What follows belongs to an exercise in optimizing a design on an open flow for small area, a short achievable clock period and few clock cycles per item; a production flow would make more cautious choices. Function was not checked in any run shown here: the RTL went through the layout flow alone. Power is estimated from default activity; no workload was simulated.

==> design/flow/design.v <==
module comparator #(
  parameter int DW = 16,
  parameter int HB = 3
) (
  input  logic [3:0][DW-1:0]  val,
  output logic [3:0]          win,
  output logic [HB-1:0]       o_high,
  output logic [DW-HB-1:0]    o_low
);
  localparam int LB = DW - HB;
  function automatic logic greater(input logic [LB-1:0] a, input logic [LB-1:0] b);
    logic c;
    c = 1'b0;
    for (int k = 0; k < LB; k++) c = (a[k] & ~b[k]) | ((a[k] | ~b[k]) & c);
    greater = c;
  endfunction
  logic [3:0]      cand;         
  logic [3:0]      bits;
  logic [3:0][3:0] beats;        
  always_comb begin
    cand = 4'b1111;
    for (int k = HB - 1; k >= 0; k--) begin
      for (int i = 0; i < 4; i++) bits[i] = val[i][LB + k];
      o_high[k] = |(cand & bits);
      cand = cand & (bits | {4{~o_high[k]}});
    end
  end
  always_comb begin
    beats = '0;
    for (int i = 0; i < 4; i++)
      for (int j = i + 1; j < 4; j++) begin
        beats[i][j] = greater(val[i][LB-1:0], val[j][LB-1:0]);
        beats[j][i] = ~beats[i][j];
      end
    for (int i = 0; i < 4; i++) begin
      win[i] = cand[i];
      for (int j = 0; j < 4; j++)
        if (j != i) win[i] = win[i] & (~cand[j] | beats[i][j]);
    end
  end
  always_comb begin
    o_low = '0;
    for (int i = 0; i < 4; i++) o_low |= {LB{win[i]}} & val[i][LB-1:0];
  end
endmodule
module argmax4_flat #(
  parameter int DW = 13,
  parameter int HB = 3
) (
  input  logic [3:0][DW-1:0] val,
  input  logic [3:0]         flag,
  output logic [3:0]         win
);
  localparam int LB = DW - HB;
  function automatic logic greater(input logic [LB-1:0] a, input logic [LB-1:0] b);
    logic c;
    c = 1'b0;
    for (int k = 0; k < LB; k++) c = (a[k] & ~b[k]) | ((a[k] | ~b[k]) & c);
    greater = c;
  endfunction
  logic [3:0]      cand;         
  logic            any;
  logic [3:0]      bits;
  logic [3:0][3:0] beats;        
  always_comb begin
    cand = flag;
    for (int k = DW - 1; k >= LB; k--) begin
      for (int i = 0; i < 4; i++) bits[i] = val[i][k];
      any  = |(cand & bits);
      cand = cand & (bits | {4{~any}});
    end
  end
  always_comb begin
    beats = '0;
    for (int i = 0; i < 4; i++)
      for (int j = i + 1; j < 4; j++) begin
        beats[i][j] = greater(val[i][LB-1:0], val[j][LB-1:0]);
        beats[j][i] = ~beats[i][j];
      end
    for (int i = 0; i < 4; i++) begin
      win[i] = cand[i];
      for (int j = 0; j < 4; j++)
        if (j != i) win[i] = win[i] & (~cand[j] | beats[i][j]);
    end
  end
endmodule
module argmax16 #(
  parameter int HB = 3      
) (
  input  logic         clk,
  input  logic         rstn,        
  input  logic         in_valid,
  input  logic [255:0] in_data,     
  output logic         out_valid,
  output logic [3:0]   out_idx
);
  localparam int LB = 16 - HB;
  logic                valid_q;
  logic [3:0][HB-1:0]  ghigh;             
  logic [3:0][LB-1:0]  glow, glow_q;      
  logic [3:0][3:0]     gwin;              
  logic [3:0][1:0]     gidx, gidx_q;      
  logic [3:0]          gflag, gflag_q;    
  logic [3:0]          hbits;
  logic                hany;
  logic [3:0]          win;               
  logic [3:0]          idx_c;
  always_ff @(posedge clk or negedge rstn) begin
    if (!rstn) begin
      valid_q   <= 1'b0;
      out_valid <= 1'b0;
    end else begin
      valid_q   <= in_valid;
      out_valid <= valid_q;
    end
  end
  for (genvar g = 0; g < 4; g++) begin : g_grp
    comparator #(.DW(16), .HB(HB)) u_grp (
      .val    (in_data[64*g +: 64]),
      .win    (gwin[g]),
      .o_high (ghigh[g]),
      .o_low  (glow[g])
    );
    assign gidx[g][1] = gwin[g][3] | gwin[g][2];
    assign gidx[g][0] = gwin[g][3] | gwin[g][1];
  end
  always_comb begin
    gflag = 4'b1111;
    for (int k = HB - 1; k >= 0; k--) begin
      for (int g = 0; g < 4; g++) hbits[g] = ghigh[g][k];
      hany  = |(gflag & hbits);
      gflag = gflag & (hbits | {4{~hany}});
    end
  end
  always_ff @(posedge clk) begin
    glow_q  <= glow;
    gidx_q  <= gidx;
    gflag_q <= gflag;
  end
  argmax4_flat #(.DW(LB)) u_top (
    .val  (glow_q),
    .flag (gflag_q),
    .win  (win)
  );
  always_comb begin
    idx_c[3] = win[3] | win[2];
    idx_c[2] = win[3] | win[1];
    idx_c[1:0] = '0;
    for (int g = 0; g < 4; g++) idx_c[1:0] |= {2{win[g]}} & gidx_q[g];
  end
  always_ff @(posedge clk) out_idx <= idx_c;
endmodule
==> design/flow/flow/run.sh <==
#!/bin/bash
# Standard ORFS layout, with the port buffers made of sky130 buf cells
# instead of the delay buffer buffer_ports picks by default.
set -e
export BUFFER_PORTS_ARGS="-buffer_cell sky130_fd_sc_hd__buf_1"
bash standard.sh > standard.log 2>&1
==> design/flow/standard.sh <==
#!/bin/bash
# synth_recipe.tcl (not shown) runs the flow's synth.tcl, then flattens the netlist and writes it again
# the make line also repeats each setting of config.mk as NAME=value (left out here)
make -C /OpenROAD-flow-scripts/flow DESIGN_CONFIG=/design/flow/config.mk WORK_HOME=/design/flow/orfs CLKGATE_MAP_FILE= SYNTH_SCRIPT=/design/flow/synth_recipe.tcl "${@:-finish}"
==> design/flow/config.mk <==
export PLATFORM = sky130hd
export DESIGN_NAME = argmax16
export DESIGN_NICKNAME = argmax16
export VERILOG_FILES = /design/flow/design.v
export SDC_FILE = /design/flow/constraint.sdc
export NUM_CORES = 4
export LEC_CHECK = 0
export CAP_MARGIN = 20
export CORE_MARGIN = 2
export CORE_UTILIZATION = 55
export CTS_BUF_LIST = sky130_fd_sc_hd__clkbuf_4 sky130_fd_sc_hd__clkbuf_8
export SETUP_SLACK_MARGIN = 4.3
export SLEW_MARGIN = 20
==> design/flow/constraint.sdc <==
create_clock -name core_clock -period 8.5 [get_ports {clk}]
set_input_delay 1.7000 -clock core_clock [delete_from_list [all_inputs] [get_ports {clk}]]
set_output_delay 1.7000 -clock core_clock [all_outputs]
set_load 0.01 [all_outputs]
==> summary.md, run 1 <==
| Metric | Value |
|---|---|
| Status | `finished clean` |
| Die height | `141 um` |
| Max-slew violation count | `0` |
| Mapped Nets | `1737` |
| Yosys top cell by area | `dfxtp_1` |
| Slowest-stage cell, CP | `maj3_2` |
| Slew margin rel. | `53.9%` |
| Synth Register Bits | `70` |
| # hold bufs at CTS | `0` |
| WL/cell | `19.3 um` |
| Post-synthesis simple-gate area fraction | `21.8%` |
| Vias after detailed routing | `13300` |
| M1 GR Usage | `47.8%` |
| Fin crit share | `48.9%` |
| Xor-xnor portion of the synthesized cell area | `0%` |
| Cells along the critical path | `buf_1, nor3b_2, o22ai_1, maj3_2, maj3_2, maj3_2, a21o_1, a211oi_2, a2111oi_4, buf_4, a22o_1, a221o_1` |
| Mux cell area share after synthesis | `0%` |
| N_diodes | `0` |
| HPWL Detailed | `29300 um` |
| RSZ-0062 raised after global routing | `true` |
| R2R depth | `10` |
| Met3 GRT Util | `5.57%` |
| R2R setup slack | `5.20 ns` |
| Ratio of cells with drive above 1 in the final layout | `10.2%` |
| DRC Markers | `0` |
| Async set-reset flop share out of synthesis | `2.86%` |
| Mapped Cells | `1478` |
| FF-to-FF End | `out_idx[1]$_DFF_P_` |
| Iter 0 DRT Violations | `1578` |
| Tmin final | `4.15 ns` |
| Complex-gate fraction of the synthesized area | `43.6%` |
| Netlist cell types | `80` |
| Crit-path max cell delay | `0.33 ns` |
| Setup crit end | `glow_q[37]$_DFF_P_` |
| Fin Setup TNS | `0 ns` |
| CP Class | `input pin to flop` |
| Required time worst endpoint | `8.74 ns` |
| Placed Cells | `1936` |
| Reg-to-reg startpoint | `gflag_q[0]$_DFF_P_` |
| Crit. Startpoint | `in_data[176]` |
| Crit start category | `input pin` |
| Worst Max-Slew Pin Slew | `0.686 ns` |
| Clk slew on worst S/H paths | `0.07 ns` |
| Clock latency (worst-skew pair) | `0.37 ns` |
| Crit path DAT | `4.39 ns` |
| Peak supply drop | `0.0000877 V` |
| Initial antenna violation count | `0` |
| Synth Area in Adders | `11.7%` |
| First-pass GRT wire length | `59200 um` |
| Final setup viols | `0` |
| GRT Total Usage | `35.5%` |
| Primary FF master, synth | `dfxtp_1` |
| Rows | `49` |
| Post-Syn Area per Cell | `6.95 um2` |
| Initial Utilization | `56.6%` |
| TritonCTS clock tree | `built` |
| Largest family of logic cells by synthesized area | `compound AO/OA/AOI/OAI gates` |
| Root Driver | `clkbuf_8` |
| Crit path top cell by count | `maj3_2` |
| Die area | `0.0198 mm2` |
| Power Dens Cells | `147 mW/mm2` |
| Placed Area | `0.0114 mm2` |
| Vias in the first global route | `12000` |
| Drt pass-1 iters | `6` |
| Final Cell Area | `0.0125 mm2` |
| Synth area leaders | `dfxtp_1 (13%), maj3_1 (11%), inv_1 (7.4%)` |
| Clock skew | `0.0132 ns` |
| M2 GR Usage | `59.8%` |
| Vias per inst | `6.71` |
| Die X | `141 um` |
| Gr ovfl total | `0` |
| Non-filler instance count after layout | `1980` |
| Critical-path maximum fanout | `7` |
| Max-cap violations | `0` |
| DRT Wirelength | `38100 um` |
| Busiest grt layer | `met2` |
| CTS Buffer Depth | `2` |
| Synthesized area | `0.0103 mm2` |
| Hold crit path type | `flop to flop` |
| Maximum number of pins on one net before global-route repair | `16` |
| Number of flops mapped to enable cells by yosys | `0` |
| Number of stages on the worst setup path | `12` |
| IO Count | `264` |
| Area growth, synth to finish | `21.2%` |
| Nets@finish | `2005` |
| Hold Vio Cnt, Final | `0` |
| GP Congestion | `1.01` |
| Routed Antenna Nets | `0` |
| CTS sink cnt | `70` |
| Most frequent cells after synthesis | `inv_1 (203), maj3_1 (108), nand2_1 (108), nor2_1 (99), o21ai_0 (79)` |
| Pleak | `4.60 nW` |
| Achievable Freq | `0.241 GHz` |
| Post-synthesis sequential area ratio | `13.7%` |
| Crit path buffers/inverters | `2` |
| Synth top area share | `13.2%` |
| Core Box Area | `0.0181 mm2` |
| CP endpoint kind | `flop` |
| Syn. warnings | `3` |
| TritonCTS Buffers | `9` |
| H-tree level count | `3` |
| Port bufs | `263` |
| Top-count cell post-synth | `inv_1` |
| Top Family by Delay on Critical Path | `compound AO/OA/AOI/OAI gates` |
[sequential cells by signal, indices dropped and copies added, names as in the netlist]
register   flops
valid_q        1
gflag_q        4
glow_q        52
out_valid      1
out_idx        4
gidx_q         8
[repair_timing]
action                     4_1_cts  5_1_grt
resized for setup               26       91
cloned                           0        4
setup endpoints to repair       58       62
pin swaps                       15       36
buffers inserted                13       11
[placed cells by master, fill, tap and decap left out, types with 10 or more instances in the layout]
cell type    n
o21ai_1     11
a221o_1     17
nor3_1      31
o21a_1      10
a32oi_1     13
clkbuf_2    14
a21oi_1     57
o221ai_1    32
nand2b_1    62
o21ai_0     75
o22ai_1     32
a22o_1      16
maj3_1     101
maj3_2      18
nor2b_1     60
dfxtp_1     68
buf_4       21
a222oi_1    14
a31oi_1     31
a221oi_1    18
clkbuf_8    11
a22oi_1     37
nand3_1     47
a211oi_1    12
o221ai_2    13
nor2_1      97
inv_1      201
nand2_1    108
buf_1      246
o2111ai_1   16
o211ai_1    50
[how the worst min path moves through the flow]
stage,from,to,slack (ns),cells after the start
after global routing,valid_q$_DFF_PN0_,out_valid$_DFF_PN0_,0.38,0
after floorplan,valid_q$_DFF_PN0_,out_valid$_DFF_PN0_,0.33,0
after global placement,valid_q$_DFF_PN0_,out_valid$_DFF_PN0_,0.34,0
final,valid_q$_DFF_PN0_,out_valid$_DFF_PN0_,0.36,0
after detailed placement,valid_q$_DFF_PN0_,out_valid$_DFF_PN0_,0.34,0
after CTS,valid_q$_DFF_PN0_,out_valid$_DFF_PN0_,0.36,0
[metrics by stage]
step | setup WS [ns] | total power, mW | hold WS, ns | utilization [%]
floorplan | 4.31 | 1.06 | 0.331 | -
CTS | 4.31 | 1.75 | 0.363 | 66.0
global placement | 3.41 | 1.34 | 0.344 | 62.9
detailed placement | 3.37 | 1.35 | 0.338 | 62.9
global route | 4.22 | 1.94 | 0.384 | 68.6
finish | 4.35 | 1.83 | 0.362 | 68.6
[area by class of cell]
cell class	instances	area, um2
repair buffers	292	1300
flip-flops and latches	70	1410
clock buffers	11	151
inverters	204	766
fillers	1661	5690
well taps	229	287
clock inverters	5	129
multi-input cells	1169	8410
[cell families after synthesis]
kind of cell / count (synthesis)
AO/OA/AOI/OAI: 593
adder cells (fa/ha/maj): 119
buffers and inverters: 242
flip-flops: 70
AND/OR/NAND/NOR: 454
[power by group]
part	internal [mW]	leakage (nW)	total [mW]	switching [mW]
clock	0.241	0.140	0.370	0.129
sequential	0.405	0.593	0.493	0.0878
combinational	0.394	3.87	0.967	0.573
[layer usage]
metal / routed length [um] / part of all wire (%)
met1: 15900 / 42
met2: 17800 / 47
met3: 3660 / 9.6
met4: 763 / 2.0
met5: 0 / 0
==> inputs of run 2 (changes only) <==
--- a/design/flow/config.mk
+++ b/design/flow/config.mk
@@ -11,3 +11,3 @@
 export CTS_BUF_LIST = sky130_fd_sc_hd__clkbuf_4 sky130_fd_sc_hd__clkbuf_8
-export SETUP_SLACK_MARGIN = 4.3
+export SETUP_SLACK_MARGIN = 4.4
 export SLEW_MARGIN = 20
==> run 2 against run 1 <==
Against the previous run:
- still clean on timing, DRC and antenna
- routed wire length grew 2.3%
- synthesized cell count is the same
- flip-flop and latch count did not move
- maximum frequency is 1.5% higher
- cell count is 0.45% higher
- critical path type unchanged
- critical endpoint is now glow_q[49]$_DFF_P_
- largest cell class unchanged
==> summary.md, run 2 <==
| Metric | Value |
|---|---|
| Cell count of the worst hold path | `0 (unchanged)` |
| Crit. Startpoint | `in_data[208] (was in_data[176])` |
| CTS sink cnt | `70 (unchanged)` |
| Max-slew violation count | `0 (unchanged)` |
| Iter 0 DRT Violations | `1514 (was 1578)` |
| Hold path endpoint | `out_valid$_DFF_PN0_ (unchanged)` |
| Area growth, synth to finish | `24.2% (was 21.2%)` |
| Clock skew | `0.0142 ns (was 0.0132 ns)` |
| First-pass GRT wire length | `59300 um (was 59200 um)` |
| TritonCTS Buffers | `9 (unchanged)` |
| Clk slew on worst S/H paths | `0.07 ns (about the same)` |
| Netlist cell types | `80 (unchanged)` |
| IO Count | `264 (unchanged)` |
| CP endpoint kind | `flop (unchanged)` |
| Most frequent cells after synthesis | `inv_1 (203), maj3_1 (108), nand2_1 (108), nor2_1 (99), o21ai_0 (79) (unchanged)` |
| Placed Area | `0.0115 mm2 (was 0.0114 mm2)` |
| Clock latency (worst-skew pair) | `0.37 ns (about the same)` |
| Largest regs | `glow_q: 52 flops, gidx_q: 8 flops (unchanged)` |
| Initial antenna violation count | `1 (was 0)` |
| GP Congestion | `1.03 (was 1.01)` |
| Crit-path max cell delay | `0.37 ns (was 0.33 ns)` |
| Post-place setup slack | `3.53 ns (was 3.37 ns)` |
| CTS Buffer Depth | `2 (unchanged)` |
| Synth Register Bits | `70 (unchanged)` |
| FF-to-FF End | `out_idx[1]$_DFF_P_ (unchanged)` |
| Reg-to-reg startpoint | `gflag_q[0]$_DFF_P_ (unchanged)` |
| Power Dens Cells | `139 mW/mm2 (was 147 mW/mm2)` |
| R2R depth | `10 (unchanged)` |
| Crit path top cell by count | `maj3_1 (was maj3_2)` |
| Slew margin rel. | `51.2% (was 53.9%)` |
| Routed Antenna Nets | `0 (unchanged)` |
| Top Family by Delay on Critical Path | `adder cells (was compound AO/OA/AOI/OAI gates)` |
| Synthesized area | `0.0103 mm2 (unchanged)` |
| Largest register by flop count | `glow_q (unchanged)` |
| Final setup viols | `0 (unchanged)` |
| Primary FF master, synth | `dfxtp_1 (unchanged)` |
| Mapped Cells | `1478 (unchanged)` |
| Status | `finished clean (unchanged)` |
| Mapped Nets | `1737 (unchanged)` |
| R2R setup slack | `5.30 ns (was 5.20 ns)` |
| Max FFs per register | `52 (unchanged)` |
| Comb power frac | `56.1% (was 52.8%)` |
| Post-Syn Area per Cell | `6.95 um2 (unchanged)` |
| Vias per inst | `6.77 (was 6.71)` |
| Tmin final | `4.09 ns (was 4.15 ns)` |
| Worst Max-Slew Pin Slew | `0.723 ns (was 0.686 ns)` |
| Fill cells | `1623 (was 1661)` |
| Final WS setup | `4.41 ns (was 4.35 ns)` |
| Initial Utilization | `56.6% (unchanged)` |
| Fin Setup TNS | `0 ns (unchanged)` |
| Core Box Area | `0.0181 mm2 (unchanged)` |
| Pleak | `4.74 nW (was 4.60 nW)` |
| Cells along the critical path | `buf_1, nor2b_1, maj3_1, maj3_1, maj3_2, o31ai_4, o2111ai_2, a21oi_2, nor3_2, buf_4, a22oi_1, o211ai_1 (was buf_1, nor3b_2, o22ai_1, maj3_2, maj3_2, maj3_2, a21o_1, a211oi_2, a2111oi_4, buf_4, a22o_1, a221o_1)` |
| Vias after detailed routing | `13500 (was 13300)` |
| Drt pass-1 iters | `7 (was 6)` |
| Peak supply drop | `0.0000801 V (was 0.0000877 V)` |
| DRC Markers | `0 (unchanged)` |
| Port bufs | `263 (unchanged)` |
| Ratio of cells with drive above 1 in the final layout | `13.5% (was 10.2%)` |
| Nets@finish | `2012 (was 2005)` |
| GRT Total Usage | `35.7% (was 35.5%)` |
| Overall power | `1.78 mW (was 1.83 mW)` |
| Hold wc startpoint | `valid_q$_DFF_PN0_ (unchanged)` |
| Crit start category | `input pin (unchanged)` |
| TritonCTS clock tree | `built (unchanged)` |
| Maximum number of pins on one net before global-route repair | `16 (unchanged)` |
| Yosys top cell by area | `dfxtp_1 (unchanged)` |
| Cell internal pwr | `0.975 mW (was 1.04 mW)` |
| Die area | `0.0198 mm2 (unchanged)` |
| WL/cell | `19.6 um (was 19.3 um)` |
| Top-count cell post-synth | `inv_1 (unchanged)` |
| Commonest cells after routing, fill and taps aside | `buf_1 (231), inv_1 (201), nand2_1 (108) (was buf_1 (246), inv_1 (201), nand2_1 (108))` |
| Async set-reset flop share out of synthesis | `2.86% (unchanged)` |
| DRT Wirelength | `39000 um (was 38100 um)` |
| Slowest-stage cell, CP | `maj3_1 (was maj3_2)` |
| Synth area leaders | `dfxtp_1 (13%), maj3_1 (11%), inv_1 (7.4%) (unchanged)` |
| # hold bufs at CTS | `0 (unchanged)` |
| Hold crit path type | `flop to flop (unchanged)` |
| Sw frac | `45.2% (was 43.2%)` |
| RSZ-0062 raised after global routing | `true (unchanged)` |
| Root Driver | `clkbuf_8 (unchanged)` |
| HPWL Detailed | `29200 um (was 29300 um)` |
| Hold Vio Cnt, Final | `0 (unchanged)` |
| Number of flops mapped to enable cells by yosys | `0 (unchanged)` |
| Seq pwr share | `27.9% (was 26.9%)` |
| Critical-path maximum fanout | `6 (was 7)` |
| Die X | `141 um (unchanged)` |
| Crit path DAT | `4.32 ns (was 4.39 ns)` |
| Vias in the first global route | `12000 (about the same)` |
| Syn. warnings | `3 (unchanged)` |
| Die height | `141 um (unchanged)` |
| Gr ovfl total | `0 (unchanged)` |
| Crit path buffers/inverters | `2 (unchanged)` |
| P_sw | `0.803 mW (was 0.790 mW)` |
| Achievable Freq | `0.244 GHz (was 0.241 GHz)` |
| Commonest non-fill, non-tap cell in the layout | `buf_1 (unchanged)` |
| Synth top area share | `13.2% (unchanged)` |
| Rows | `49 (unchanged)` |
| Post-synthesis sequential area ratio | `13.7% (unchanged)` |
| Clock power frac | `16.0% (was 20.2%)` |
| Required time worst endpoint | `8.73 ns (was 8.74 ns)` |
| CP Class | `input pin to flop (unchanged)` |
| H-tree level count | `3 (unchanged)` |
| Final Cell Area | `0.0128 mm2 (was 0.0125 mm2)` |
| Max-cap violations | `0 (unchanged)` |
| Fin crit share | `48.1% (was 48.9%)` |
-- run 2: cell types whose count changed in the layout (fill, tap and decap cells not counted), sizes merged --
cell / delta
clkbuf: +14
bufinv: -3
clkinvlp: +1
buf: -5
diode: +2
-- run 2: how the worst max path moves through the flow --
stage,end,cells past startpoint
2_1_floorplan,glow_q[33]$_DFF_P_,11
3_3_place_gp,glow_q[18]$_DFF_P_,11
3_5_place_dp,glow_q[34]$_DFF_P_,11
4_1_cts,glow_q[40]$_DFF_P_,12
5_1_grt,glow_q[34]$_DFF_P_,12
6_report,glow_q[49]$_DFF_P_,12
-- run 2: cells by family (layout without fill, tap and decap cells) --
family	Yosys count	in the layout	synth area share (%)
flip-flops	70	70	13.7
AND/OR/NAND/NOR	454	454	21.8
adder cells (fa/ha/maj)	119	119	11.7
other	0	2	0
buffers and inverters	242	519	9.13
AO/OA/AOI/OAI	593	596	43.6
-- run 2: layer usage --
metal | global-route usage, % | vias to the layer above | share of wire [%]
li1 | - | 6256 | -
met1 | 47.7 | 6244 | 41
met2 | 59.5 | 840 | 46
met3 | 6.05 | 125 | 9.9
met4 | 9.79 | 0 | 2.9
met5 | 0 | - | 0
-- run 2: layout make-up --
cell class                      instances  area (um2)  share of cell area, %
Timing Repair Buffer                  299        1430                   11.2
Inverter                              204         766                   6.00
Clock buffer                           13         166                   1.30
Clock inverter                          3        42.5                  0.333
Sequential cell                        70        1410                   11.1
Antenna cell                            2        5.00                 0.0392
Tap cell                              229         287                   2.25
Multi-Input combinational cell       1169        8650                   67.8
-- run 2: per-stage QoR --
step	instances	hold WS, ns	utilization [%]
final	1989	0.360	70.3
after floorplan	1478	0.331	-
after CTS	1969	0.362	66.5
after detailed placement	1936	0.338	63.2
after global placement	1936	0.344	63.2
after global routing	1987	0.382	70.3
-- run 2: power groups by stage --
| stage | Clock [mW] | Sequential [mW] | Combinational, mW |
|---|---|---|---|
| 6_report | 0.285 | 0.496 | 0.997 |
| 3_5_place_dp | 0 | 0.498 | 0.855 |
| 2_1_floorplan | 0 | 0.458 | 0.614 |
| 4_1_cts | 0.287 | 0.492 | 0.905 |
| 5_1_grt | 0.302 | 0.502 | 1.08 |
| 3_3_place_gp | 0 | 0.498 | 0.844 |
-- run 2: timing repair --
action | CTS | global route
gates resized for setup | 42 | 149
cloned | 2 | 4
endpoints found under the hold margin | 0 | 0
pin swaps | 15 | 63
buffers inserted | 15 | 14
endpoints found under the setup margin | 61 | 64

==> re-timing with driven ports <==
The results above use ideal ports. As a check the final layouts listed here were re-extracted and re-timed, cells and wires unchanged.
Step 1, drivers: a clkbuf_16 drives clk and a buf_2 each remaining input, both assumed.
Step 2, shift: input delay + t, output delay - t, t = (earliest + latest rising clock arrival at the registers) / 2. This alone moves slack from input paths to output paths.
Three values: ideal ports, drivers, drivers and shift; two values: the first two.
| run | t, ns | slack for setup (ns) | worst setup path at the end | latest minus earliest clock arrival (ns) | worst register clock-pin slew, ns |
|---|---|---|---|---|---|
| run 1 | 0.397 | 4.346 / 4.353 / 3.956 | input to register | 0.018 / 0.019 | 0.09 / 0.09 |
| run 2 | 0.395 | 4.409 / 4.410 / 4.014 | input to register | 0.024 / 0.023 | 0.09 / 0.09 |
After both steps setup and hold are still met in every run listed. For run 2, which loses most, drivers alone change the setup slack by +0.001 ns; drivers and shift together by -0.395 ns.
